Context: an optimization exercise on an open-source flow, tuned for small area and a short achievable clock period. The choices shown serve that exercise and are no tape-out recipe. At most, simulation tests tie the RTL to the original design; equivalence was not proved. Power figures rest on the tool's default switching activity, not on a simulated workload.

## trial 67
## LDMAC
module LDMAC(clk,rst,
             load_s1,load_s2,
             load_k,
             load_m,
             din,
             dout,
             dout_valid,
             done);
input            clk,rst;
input            load_s1,load_s2;
output reg       load_k;
output reg       load_m;
input     [63:0] din;
output    [63:0] dout;
output reg       dout_valid;
output reg       done;
localparam [5:0] F12 = 6'd60;
localparam [5:0] F27 = 6'd5;
reg X1,X2,P1,P1F,P2,P2F,KA1,KB1,E1,E1F,KA2,KB2,E2,E2F;
reg [2:0] blok;
wire bu  = (blok == 3'd7);
wire [5:0] rc;
wire t12 = (r == F12);
wire t27 = (r == F27);
wire lfsr_clr = X2 | KA1 | KA2 | P1F | P2F | E1F | E2F;
wire nX1  = ~rst & (P2F | E2F) | rst;
wire nX2  = ~rst & X1;
wire nP1  = ~rst & ((X2 & ~bu) | (P1 & ~t12));
wire nP1F = ~rst & P1 & t12;
wire nP2  = ~rst & (P1F | (P2 & ~t12));
wire nP2F = ~rst & P2 & t12;
wire nKA1 = ~rst & X2 & bu;
wire nKB1 = ~rst & KA1;
wire nE1  = ~rst & (KB1 | (E1 & ~t27));
wire nE1F = ~rst & E1 & t27;
wire nKA2 = ~rst & E1F;
wire nKB2 = ~rst & KA2;
wire nE2  = ~rst & (KB2 | (E2 & ~t27));
  ...
For scale: roughly 1500 cells after synthesis, about 290 flip-flops, roughly 0.014 mm2 of cells after synthesis.
Settings: LEC_CHECK=0, CAP_MARGIN=20, CORE_MARGIN=2, CORE_UTILIZATION=40, SETUP_SLACK_MARGIN=2.6, SLEW_MARGIN=20, SYNTH_HIERARCHICAL=1, TNS_END_PERCENT=0; clock period 5.0 ns.
standard.sh (not shown) runs the stock make flow with config.mk's settings and CLKGATE_MAP_FILE= SYNTH_SCRIPT=/design/flow/synth_recipe.tcl, a recipe that flattens the netlist after the stock synthesis.
==> flow/flow/run.sh <==
#!/bin/bash
set -euo pipefail
export BUFFER_PORTS_ARGS="-buffer_cell sky130_fd_sc_hd__buf_2"
bash standard.sh > standard_flow.log 2>&1
Trial 67 was carried through to the last stage, and its layout satisfied the timing, design-rule and antenna checks.
#### Input delta (trial 88 over trial 67)
Settings: SETUP_SLACK_MARGIN now 3.0, was 2.6.
Findings:
Comparing trial 88 against trial 67, there is no change at all in design area. Summary of trial 88 over trial 67: number of cells traversed by the worst register-to-register path level; met1 layer wirelength in the final routing level; pin count of the biggest net entering global routing level; vertical die dimension level. Comparing trial 88 against trial 67, there is no change at all in area after synthesis. From trial 67 to trial 88, simple-gate share of the synthesized area did not move at all. Growth of design area from synthesis to finish came out exactly the same in trial 67 and trial 88. Critical path depth: trial 67 vs trial 88 identical. Via count: trial 88 vs trial 67, no meaningful difference. From trial 67 to trial 88, routed wire length did not move at all.
No run of this note included a check of the RTL's function; only the layout flow was run.

========
LDMAC, a different RTL version from the one above (not shown whole).
Size: about 2,000 cells after synthesis, ~18,000 sq um of cells after synthesis.
Settings: LEC_CHECK=0, ABC_CLOCK_PERIOD_IN_PS=2000, CAP_MARGIN=20, CORE_MARGIN=2, CORE_UTILIZATION=40, SETUP_SLACK_MARGIN=2.8, SLEW_MARGIN=20; clock period 5.0 ns.
run.sh (not shown) runs the stock make flow with config.mk's settings and CLKGATE_MAP_FILE= SYNTH_SCRIPT=/design/flow/synth_recipe.tcl, a recipe that flattens the netlist after the stock synthesis.
Stock flow here: none of the scripts above is used.
Change:
ABC_CLOCK_PERIOD_IN_PS = unset   (was 2000)
SETUP_SLACK_MARGIN = unset   (was 2.8)
Outcome:
- total power drops by a little under a tenth
- setup slack got worse by 0.82 ns
- sequential share of layout area climbs by 6.0 points
- count of clock-buffer cells in the layout climbs by 1
- non-clock buffer count drops by 229
- critical path depth climbs by 1
- combinational power drops by well over a third

========
== v22 ==
Another version of the RTL of LDMAC (not shown whole).
Size in the first run: ~1,700 cells after synthesis.
==> flow/config.mk <==
export PLATFORM = sky130hd
export DESIGN_NAME = LDMAC
export DESIGN_NICKNAME = LDMAC
export VERILOG_FILES = /design/flow/design.v
export SDC_FILE = /design/flow/constraint.sdc
export NUM_CORES = 4
export LEC_CHECK = 0
export CAP_MARGIN = 20
export CORE_MARGIN = 2
export CORE_UTILIZATION = 40
export CTS_CLUSTER_DIAMETER = 150
export CTS_CLUSTER_SIZE = 25
export SETUP_SLACK_MARGIN = 3.0
export SLEW_MARGIN = 20
export SYNTH_HIERARCHICAL = 1
export TNS_END_PERCENT = 0
==> flow/constraint.sdc <==
create_clock -name core_clock -period 5.0 [get_ports {clk}]
set_input_delay 1.0000 -clock core_clock [delete_from_list [all_inputs] [get_ports {clk}]]
set_output_delay 1.0000 -clock core_clock [all_outputs]
set_load 0.01 [all_outputs]
standard.sh (not shown) runs the stock make flow with config.mk's settings and CLKGATE_MAP_FILE= SYNTH_SCRIPT=/design/flow/synth_recipe.tcl, a recipe that flattens the netlist after the stock synthesis.
==> flow/flow/run.sh <==
#!/bin/bash
set -euo pipefail
export BUFFER_PORTS_ARGS="-buffer_cell sky130_fd_sc_hd__buf_2"
bash standard.sh ABC_LOAD_IN_FF=2 finish > standard_flow.log 2>&1
v22 went all the way through synthesis, placement and routing and the layout is clean on timing, DRC and antenna.
The following lists how v25 was set up differently from v22:
- changing CTS_CLUSTER_DIAMETER from 150 to 100
- changing CTS_CLUSTER_SIZE from 25 to 20
Notes after the runs:
Re worst hold-check slack: v25 is 0.0087 ns down on v22.
Comparing v25 and v22, the higher maximum frequency was measured on v22.
Leakage component of the power shrinks by a few percent when moving from v22 to v25.
Min cell area after layout across v25 and v22: v25
Number of cells on the critical path (v25 over v22): decrease, 3
Setup slack: v25 less than v22
Looking at global-route usage over all layers, v25 sits 1.5 points below v22.
| post-synthesis to final-layout area growth | v25 vs v22 | 3.0 points lower |
Relative to v22, number of CTS-inserted buffers has gone up in v25.
When v25 is measured against v22, its met3 wirelength from detailed routing turns out 5.2% lower.

========
wip/garnet:
LDMAC, a different RTL version from the one above (not shown whole).
Size in the first run: ~1600 cells after synthesis, about 280 flip-flops.
## LDMAC
module LDMAC(clk,rst,
             load_s1,load_s2,
             load_k,
             load_m,
             din,
             dout,
             dout_valid,
             done);
input            clk,rst;
input            load_s1,load_s2;
output reg       load_k;
output reg       load_m;
input     [63:0] din;
output    [63:0] dout;
output reg       dout_valid;
output reg       done;
localparam [5:0] F12 = 6'd60;
localparam [5:0] F27 = 6'd5;
reg X1,X2,P1,P2,KA1,KB1,E1,KA2,KB2,E2;
reg fin;             
reg [2:0] blok;
wire blok_up = (blok == 3'd7);
wire [5:0] r, rc;
wire lfsr_clr = X2 | KA1 | KA2 | fin;
always @(posedge clk) begin
    if (rst) begin
        X1 <= 1'b1; X2 <= 1'b0; P1 <= 1'b0; P2 <= 1'b0;
        KA1 <= 1'b0; KB1 <= 1'b0; E1 <= 1'b0;
        KA2 <= 1'b0; KB2 <= 1'b0; E2 <= 1'b0;
    end
    else begin
        X1  <= (P2 | E2) & fin;
        X2  <= X1;
        P1  <= (X2 & ~blok_up) | (P1 & ~fin);
        P2  <= (P1 & fin) | (P2 & ~fin);
        KA1 <= X2 & blok_up;
        KB1 <= KA1;
        E1  <= KB1 | (E1 & ~fin);
        KA2 <= E1 & fin;
        KB2 <= KA2;
        E2  <= KB2 | (E2 & ~fin);
    end
end
wire last_p = ~rst & ~fin & (P1 | P2) & (r == F12);
wire last_e = ~rst & ~fin & (E1 | E2) & (r == F27);
always @(posedge clk) begin
    fin        <= last_p | last_e;
    dout_valid <= last_e;
    done       <= last_e & E2;
  ...
Settings: LEC_CHECK=0, CAP_MARGIN=20, CORE_MARGIN=2, CORE_UTILIZATION=40, SETUP_SLACK_MARGIN=2.6, SLEW_MARGIN=20, TNS_END_PERCENT=5; clock period 5.0 ns.
run.sh (not shown) runs the stock make flow with config.mk's settings and CLKGATE_MAP_FILE= SYNTH_SCRIPT=/design/flow/synth_recipe.tcl, a recipe that flattens the netlist after the stock synthesis.
Stock flow here: none of the scripts above is used.
The flow did not stop early for wip/garnet: all stages ran, and the layout cleared the timing, design-rule and antenna checks.
## Diff of input files: wip/delta against wip/garnet
# wip/garnet
export LEC_CHECK = 0
export CAP_MARGIN = 20
export CORE_MARGIN = 2
export CORE_UTILIZATION = 40
export SETUP_SLACK_MARGIN = 2.6
export SLEW_MARGIN = 20
export TNS_END_PERCENT = 5
create_clock -name core_clock -period 5.0 [get_ports {clk}]
# wip/delta
export LEC_CHECK = 0
export CAP_MARGIN = 20
export CORE_MARGIN = 2
export CORE_UTILIZATION = 40
export SETUP_SLACK_MARGIN = 2.6
export SLEW_MARGIN = 20
export TNS_END_PERCENT = 0
create_clock -name core_clock -period 5.0 [get_ports {clk}]
### Flow results
- Going from wip/garnet to wip/delta, flip-flop and latch share of the layout cell area moved up; final HPWL from detailed placement about even.
- Total global routing track utilization: wip/delta < wip/garnet
- Relative to wip/garnet, the final design area excluding fillers measured on wip/delta has decreased by a few percent.
- wip/delta vs wip/garnet: later-pin clock latency in the skew report up in wip/delta
- Between wip/delta and wip/garnet, count of clock-buffer cells in the layout is higher for wip/garnet, wip/delta comes in under that.
- Worst hold margin delta (wip/delta − wip/garnet): favourable
- wip/delta vs wip/garnet on path depth of the worst reg2reg path: wip/delta is the higher one.
- Routed wire in wip/delta totals less than in wip/garnet.
- Going from wip/garnet to wip/delta, depth of the worst hold-timing path flat, fraction of final layout cells with drive strength greater than 1 lower.
[inputs] wip/fjord vs wip/delta
# wip/delta
export LEC_CHECK = 0
export CAP_MARGIN = 20
export CORE_MARGIN = 2
export CORE_UTILIZATION = 40
export SETUP_SLACK_MARGIN = 2.6
export SLEW_MARGIN = 20
export TNS_END_PERCENT = 0
create_clock -name core_clock -period 5.0 [get_ports {clk}]
# wip/fjord
export LEC_CHECK = 0
export CAP_MARGIN = 20
export CORE_MARGIN = 2
export CORE_UTILIZATION = 40
export SLEW_MARGIN = 20
create_clock -name core_clock -period 5.0 [get_ports {clk}]
Notes after the runs:
wip/fjord — shortest period the worst path allows 1000 ps higher, wip/delta as reference. Comparing wip/delta and wip/fjord, the lower routed wire length is on wip/fjord. Row power density over the cells: wip/fjord higher / wip/delta lower. On switching power total, the higher figure sits with wip/delta, not wip/fjord. The higher final worst setup slack came out of wip/delta. Compared wip/fjord vs wip/delta, and via count of the first global-routing pass is down in wip/fjord. wip/fjord vs. wip/delta: largest fanout on the critical path up 55, clock latency on the worst-skew pair flat, maximum clock skew at final layout up 12 ps, all-layer global routing usage down 1.8 points, final instance area down about 6%.
Input-level comparison between wip/cedar and wip/fjord:
# wip/fjord
export LEC_CHECK = 0
export CAP_MARGIN = 20
export CORE_MARGIN = 2
export CORE_UTILIZATION = 40
export SLEW_MARGIN = 20
create_clock -name core_clock -period 5.0 [get_ports {clk}]
# wip/cedar
export LEC_CHECK = 0
export CAP_MARGIN = 20
export CORE_MARGIN = 2
export CORE_UTILIZATION = 60
export SETUP_SLACK_MARGIN = 2.6
export SLEW_MARGIN = 20
export TNS_END_PERCENT = 0
create_clock -name core_clock -period 5.0 [get_ports {clk}]
--- outcome ---
Worst-path cell with the longest stage delay: sky130_fd_sc_hd__or3_4 -> wip/fjord, sky130_fd_sc_hd__nand2_1 -> wip/cedar. Against wip/fjord, the final cell area of wip/cedar is higher. [compare] base=wip/fjord new=wip/cedar: met1 wire length now smaller, largest fanout on the critical path now smaller.
Function was not checked in any run of this note: the RTL went through the layout flow alone.

========
Another version of the RTL of LDMAC (not shown whole).
For scale: ~1,600 cells after synthesis, about 290 flip-flops, about 140 I/O pins, about 0.016 mm2 of cells after synthesis.
export LEC_CHECK = 0
export CAP_MARGIN = 20
export CORE_MARGIN = 2
export CORE_UTILIZATION = 35
export CTS_CLUSTER_DIAMETER = 100
export CTS_CLUSTER_SIZE = 20
export SETUP_SLACK_MARGIN = 3.0
export SLEW_MARGIN = 20
export SYNTH_HIERARCHICAL = 1
export TNS_END_PERCENT = 0
create_clock -name core_clock -period 5.0 [get_ports {clk}]
standard.sh (not shown) runs the stock make flow with config.mk's settings and CLKGATE_MAP_FILE= SYNTH_SCRIPT=/design/flow/synth_recipe.tcl, a recipe that flattens the netlist after the stock synthesis.
==> flow/flow/run.sh <==
#!/bin/bash
set -euo pipefail
export BUFFER_PORTS_ARGS="-buffer_cell sky130_fd_sc_hd__buf_2"
bash standard.sh ABC_LOAD_IN_FF=3 finish > standard_flow.log 2>&1
Change:
==> flow/flow/run.sh (replaced) <==
#!/bin/bash
set -euo pipefail
export BUFFER_PORTS_ARGS="-buffer_cell sky130_fd_sc_hd__buf_2"
bash standard.sh ABC_LOAD_IN_FF=2 finish > standard_flow.log 2>&1
CTS_CLUSTER_DIAMETER = 150   (was 100)
CTS_CLUSTER_SIZE = 25   (was 20)
=> Core utilization went down by 2.0 points. Clock power fell by a little under a tenth. Final area is lower by a few percent.

========
Starting RTL as in the previous note.
clock: 5.0 ns
lec_check: 0
cap_margin: 20
core_margin: 2
core_utilization: 40
cts_cluster_diameter: 100
cts_cluster_size: 20
setup_slack_margin: 2.8
slew_margin: 20
synth_hierarchical: 1
tns_end_percent: 0
==> flow/flow/run.sh <==
#!/bin/bash
set -euo pipefail
export BUFFER_PORTS_ARGS="-buffer_cell sky130_fd_sc_hd__buf_2"
bash standard.sh ABC_LOAD_IN_FF=2 finish > standard_flow.log 2>&1
The baseline finished with timing, DRC and antenna clean.
==> next run, changes <==
--- a/flow/config.mk
+++ b/flow/config.mk
@@ -9,6 +9,6 @@
 export CORE_MARGIN = 2
-export CORE_UTILIZATION = 40
+export CORE_UTILIZATION = 35
 export CTS_CLUSTER_DIAMETER = 100
 export CTS_CLUSTER_SIZE = 20
-export SETUP_SLACK_MARGIN = 2.8
+export SETUP_SLACK_MARGIN = 3.0
 export SLEW_MARGIN = 20
The new run completed without violations. Global-route usage goes down by 3.5 points. Core utilization goes down by 5.3 points. Cell count goes up by 3.0%. Total power goes up by 1.1%.
==> next run, changes <==
--- a/flow/config.mk
+++ b/flow/config.mk
@@ -9,3 +9,3 @@
 export CORE_MARGIN = 2
-export CORE_UTILIZATION = 35
+export CORE_UTILIZATION = 30
 export CTS_CLUSTER_DIAMETER = 100
The new run went through all stages and came out clean.
Synthesized area stays the same.
Sequential power shrinks by 5.1%.
Global-route usage shrinks by 2.1 points.
Final cell count grows by 6.6%.
Power grows by 7.4%.
Cell area grows by 5.5%.
Wire length grows by 7.5%.
Clock skew shrinks by 0.0073 ns.
Via count grows by 3.8%.
==> next run, changes <==
--- a/flow/config.mk
+++ b/flow/config.mk
@@ -9,5 +9,6 @@
 export CORE_MARGIN = 2
-export CORE_UTILIZATION = 30
+export CORE_UTILIZATION = 35
 export CTS_CLUSTER_DIAMETER = 100
 export CTS_CLUSTER_SIZE = 20
+export PLACE_DENSITY = 0.5
 export SETUP_SLACK_MARGIN = 3.0
Wire length came out higher slightly.
Power falls by a few percent.
Fmax is lower by a few percent.
Count of clock-buffer cells in the layout fell by 1.
Combinational power is lower by a little under a tenth.
Setup slack loses 0.050 ns.
Global-route usage went up by 3.6 points.
First-iteration DRC count drops by roughly a tenth.
Cell area goes down slightly.
Via count went down slightly.

========
The RTL this note starts from:
==> flow/design.v <==
module Slice(A, B, din, rA, rD,
             nld, g,
             aD, aB, aR, aL, aA,
             bD, bB, bR, bA,
             a, an, bn);
input  A, B, din, rA, rD;
input  nld, g;
input  aD, aB, aR, aL, aA;
input  bD, bB, bR, bA;
output a, an, bn;
assign a  = (A & nld) ^ (din & g);
assign an = (din & aD) | (B & aB) | (rA & aR) | (rD & aL) | (a & aA);
assign bn = (din & bD) | (B & bB) | (rA & bR) | (a & bA);
endmodule
module GS(a3,a2,a1,a0,
          b3,b2,b1,b0);
input  a3,a2,a1,a0;
output b3,b2,b1,b0;
wire t1 = a1 ^ (a0 & a2);
wire t0 = a0 ^ (t1 & a3);
wire t2 = a2 ^ (t0 | t1);
wire t3 = a3 ^ ~t2;
wire s1 = t1 ^ ~t3;
wire s2 = t2 ^ (t0 & s1);
assign b3 = t0;
assign b2 = s2;
assign b1 = s1;
assign b0 = t3;
endmodule
module RoundFunction(a,
                     ck,
                     rc,
                     b);
input [63:0] a;
input [31:0] ck;
input [5:0]  rc;
output[63:0] b;
wire [15:0] s [0:3];
wire [15:0] p [0:3];
genvar i, m;
generate
    for (i = 0; i < 16; i = i + 1) begin : g
        GS sb(a[4*i+3], a[4*i+2], a[4*i+1], a[4*i],
              s[3][i], s[2][i], s[1][i], s[0][i]);
        for (m = 0; m < 4; m = m + 1) begin : h
            assign p[m][4*((m-i+16)%4) + i/4] = s[m][i];
        end
        assign b[4*i]   = p[0][i] ^ ck[i];
        assign b[4*i+1] = p[1][i] ^ ck[16+i];
        assign b[4*i+2] = p[2][i];
        if (i < 6)
            assign b[4*i+3] = p[3][i] ^ rc[i];
        else if (i == 15)
            assign b[4*i+3] = ~p[3][i];
        else
            assign b[4*i+3] = p[3][i];
    end
endgenerate
endmodule
module LDMAC(clk,rst,
             load_s1,load_s2,
             load_k,
             load_m,
             din,
             dout,
             dout_valid,
             done);
input            clk,rst;
input            load_s1,load_s2;
output reg       load_k;
output reg       load_m;
input     [63:0] din;
output    [63:0] dout;
output reg       dout_valid;
output reg       done;
localparam [5:0] F12 = 6'd60;
localparam [5:0] F27 = 6'd5;
reg X1,X2,P1,P1F,P2,P2F,KA1,KB1,E1,E1F,KA2,KB2,E2,E2F;
reg [2:0] blok;
wire bu  = (blok == 3'd7);
wire [5:0] rc;
wire t12 = (r == F12);
wire t27 = (r == F27);
wire lfsr_clr = X2 | KA1 | KA2 | P1F | P2F | E1F | E2F;
wire nX1  = ~rst & (P2F | E2F) | rst;
wire nX2  = ~rst & X1;
wire nP1  = ~rst & ((X2 & ~bu) | (P1 & ~t12));
wire nP1F = ~rst & P1 & t12;
wire nP2  = ~rst & (P1F | (P2 & ~t12));
wire nP2F = ~rst & P2 & t12;
wire nKA1 = ~rst & X2 & bu;
wire nKB1 = ~rst & KA1;
wire nE1  = ~rst & (KB1 | (E1 & ~t27));
wire nE1F = ~rst & E1 & t27;
wire nKA2 = ~rst & E1F;
wire nKB2 = ~rst & KA2;
wire nE2  = ~rst & (KB2 | (E2 & ~t27));
wire nE2F = ~rst & E2 & t27;
reg s2A;     
reg xph;     
reg sw;      
reg pf;      
reg pm;      
reg em;      
reg kb;      
reg kl;      
always @(posedge clk) begin
    X1 <= nX1; X2 <= nX2;
    P1 <= nP1; P1F <= nP1F; P2 <= nP2; P2F <= nP2F;
    KA1 <= nKA1; KB1 <= nKB1; E1 <= nE1; E1F <= nE1F;
    KA2 <= nKA2; KB2 <= nKB2; E2 <= nE2; E2F <= nE2F;
    s2A <= nX2 | nP2 | nP2F | nKA2 | nKB2 | nE2 | nE2F;
    xph <= nX1 | nX2;
    sw  <= nX1 | nX2 | nP1F | nP2F | nE1F | nE2F;
    pf  <= nP1F | nP2F;
    pm  <= nP1 | nP2;
    em  <= nKB1 | nKB2 | nE1 | nE2;
    kb  <= nKB1 | nKB2;
    kl  <= nKA1 | nKB1 | nKA2 | nKB2;
end
always @(posedge clk) begin
    dout_valid <= ~rst & (E1 | E2) & t27;
    done       <= ~rst & E2 & t27;
    load_k     <= ~rst & ((X2 & bu) | KA1 | E1F | KA2);
    load_m     <= X2;
    blok       <= rst ? 3'd0 : blok + {2'd0, X2};
end
reg [5:0] r;
assign rc = {r[4:0], ~(r[5] ^ r[4])};
always @(posedge clk) begin
    r <= lfsr_clr ? 6'd0 : rc;
end
reg  [127:0] k;
wire [127:0] kuo;
assign kuo = {k[17:16], k[31:18], k[11:0], k[15:12], k[127:32]};
always @(posedge clk) begin
    if (kl) k <= {k[63:0], din};
    else                       k <= kuo;
end
wire [31:0] kw  = kb ? din[31:0] : k[63:32];
wire [31:0] ck;
assign ck[15:0]  = {16{~em}} | kw[15:0];
assign ck[31:16] = {16{em}} & kw[31:16];
wire sel2 = s2A & ~rst;
wire ldc  = sel2 ? load_s2 : load_s1;              
wire ldo  = sel2 ? load_s1 : load_s2;              
wire nrst = ~rst;
reg  [63:0] A, B;
wire [63:0] a, an, bn, rA, rD;
wire aD = nrst & sw & ldo;                         
wire aB = nrst & sw & ~ldo;                        
wire aR = nrst & (em | pm) & ~ldc;                 
wire aL = nrst & em & ldc;                         
wire aA = ~(aD | aB | aR | aL);                    
wire bA = nrst & sw & (~pf | ldc);                 
wire bR = nrst & pf & ~ldc;                        
wire bD = (rst | ~sw) & ldo;                       
wire bB = (rst | ~sw) & ~ldo;                      
RoundFunction rf0(A,   ck, rc, rA);
RoundFunction rf1(din, ck, rc, rD);
genvar i;
generate
    for (i = 0; i < 64; i = i + 1) begin : g_bit
        Slice sl(A[i], B[i], din[i], rA[i], rD[i],
                 ~ldc, ldc | rst | xph,
                 aD, aB, aR, aL, aA,
                 bD, bB, bR, bA,
                 a[i], an[i], bn[i]);
    end
endgenerate
always @(posedge clk) begin
    A <= an;
    B <= bn;
end
assign dout = A;
endmodule
==> flow/config.mk <==
export PLATFORM = sky130hd
export DESIGN_NAME = LDMAC
export DESIGN_NICKNAME = LDMAC
export VERILOG_FILES = /design/flow/design.v
export SDC_FILE = /design/flow/constraint.sdc
export NUM_CORES = 4
export LEC_CHECK = 0
export CAP_MARGIN = 20
export CORE_MARGIN = 2
export CORE_UTILIZATION = 40
export CTS_BUF_LIST = sky130_fd_sc_hd__clkbuf_8
export CTS_CLUSTER_SIZE = 30
export SETUP_SLACK_MARGIN = 3.0
export SLEW_MARGIN = 20
export SYNTH_HIERARCHICAL = 1
export TNS_END_PERCENT = 0
==> flow/constraint.sdc <==
create_clock -name core_clock -period 5.0 [get_ports {clk}]
set_input_delay 1.0000 -clock core_clock [delete_from_list [all_inputs] [get_ports {clk}]]
set_output_delay 1.0000 -clock core_clock [all_outputs]
set_load 0.01 [all_outputs]
==> flow/flow/run.sh <==
#!/bin/bash
set -euo pipefail
export BUFFER_PORTS_ARGS="-buffer_cell sky130_fd_sc_hd__buf_2"
bash standard.sh > standard_flow.log 2>&1
The baseline completed with no timing, DRC or antenna violations.
Next try:
Settings changed: CTS_BUF_LIST sky130_fd_sc_hd__clkbuf_8 to not set, CTS_CLUSTER_DIAMETER set to 150, CTS_CLUSTER_SIZE 30 to 25.
What happened: Design area goes down by 1.0%. Combinational power came out higher by about 2%. Synthesized area is unchanged. Count of clock-buffer cells in the layout drops by 51. Sequential cell count stays the same. Global-route usage is higher by 1.3 points. Clock power decreases by 48%. Maximum frequency went up by 0.64%. Worst setup slack improved by 14 ps.
Next try:
Settings changed: CTS_CLUSTER_DIAMETER 150 to not set, CTS_CLUSTER_SIZE 25 to not set.
=> The changed run ran to the end with no violations; worst setup slack barely changes; clock skew shrinks by 11 ps; sequential cell count stays the same; total power rises by about a fifth; wire length drops slightly.

[static timing again, ports no longer ideal]
Ports are ideal in the flow. The routed layouts listed here were re-timed in OpenROAD.
Step 1 sets driving cells, clkbuf_16 on the clock port and buf_2 on the other inputs (assumed; they add their load-dependent delay and slew).
Step 2 adds t to the input delays and takes it off the output delays; t is the mean of the earliest and latest rising clock arrival at the registers after step 1. Input paths then give back, and output paths get back, about the clock's delay inside the block.
a / b / c = no drivers / after step 1 / after step 2; a / b = the first two.
run	shift t [ns]	slack for setup (ns)	worst hold slack (ns)	worst setup path after step 2	latest minus earliest clock arrival (ns)
trial 67	0.559	1.883 / 1.917 / 1.357	0.425 / 0.425 / 0.425	input to register	0.026 / 0.027
trial 88	0.559	1.883 / 1.917 / 1.357	0.425 / 0.425 / 0.425	input to register	0.026 / 0.027
the first run of note 2	0.621	2.132 / 2.132 / 1.736	0.422 / 0.422 / 0.422	input to register	0.023 / 0.023
the second run of note 2	0.579	1.310 / 1.343 / 0.764	0.421 / 0.421 / 0.421	input to register	0.027 / 0.027
v22	0.547	2.840 / 2.840 / 2.293	0.440 / 0.440 / 0.440	input to register	0.034 / 0.033
v25	0.570	2.821 / 2.820 / 2.272	0.431 / 0.431 / 0.431	input to register	0.025 / 0.025
wip/garnet	0.571	2.071 / 2.090 / 1.519	0.448 / 0.448 / 0.448	input to register	0.016 / 0.016
wip/delta	0.621	2.082 / 2.090 / 1.469	0.452 / 0.452 / 0.452	input to register	0.021 / 0.021
wip/fjord	0.625	1.085 / 1.117 / 0.491	0.450 / 0.450 / 0.450	input to register	0.035 / 0.035
wip/cedar	0.614	2.098 / 2.119 / 1.509	0.449 / 0.449 / 0.449	input to register	0.017 / 0.016
the first run of note 5	0.573	2.943 / 2.890 / 2.399	0.456 / 0.456 / 0.456	input to register	0.026 / 0.026
the second run of note 5	0.558	2.897 / 2.859 / 2.357	0.431 / 0.431 / 0.431	input to register	0.046 / 0.046
the first run of note 6	0.570	2.664 / 2.608 / 2.149	0.440 / 0.440 / 0.440	input to register	0.035 / 0.035
the second run of note 6	0.583	2.879 / 2.833 / 2.340	0.443 / 0.443 / 0.443	input to register	0.029 / 0.028
the third run of note 6	0.572	2.963 / 2.908 / 2.416	0.456 / 0.456 / 0.456	input to register	0.020 / 0.021
the fourth run of note 6	0.577	2.914 / 2.859 / 2.395	0.445 / 0.445 / 0.445	input to register	0.033 / 0.033
the first run of note 7	0.655	2.875 / 2.824 / 2.245	0.426 / 0.426 / 0.426	input to register	0.028 / 0.029
the second run of note 7	0.564	2.888 / 2.899 / 2.335	0.421 / 0.421 / 0.421	input to register	0.038 / 0.038
the third run of note 7	0.574	2.889 / 2.867 / 2.323	0.430 / 0.430 / 0.430	input to register	0.028 / 0.027
After both steps every run listed still meets setup and hold. For the first run of note 7, which loses most, drivers alone change the setup slack by -0.051 ns; drivers and shift together by -0.630 ns.
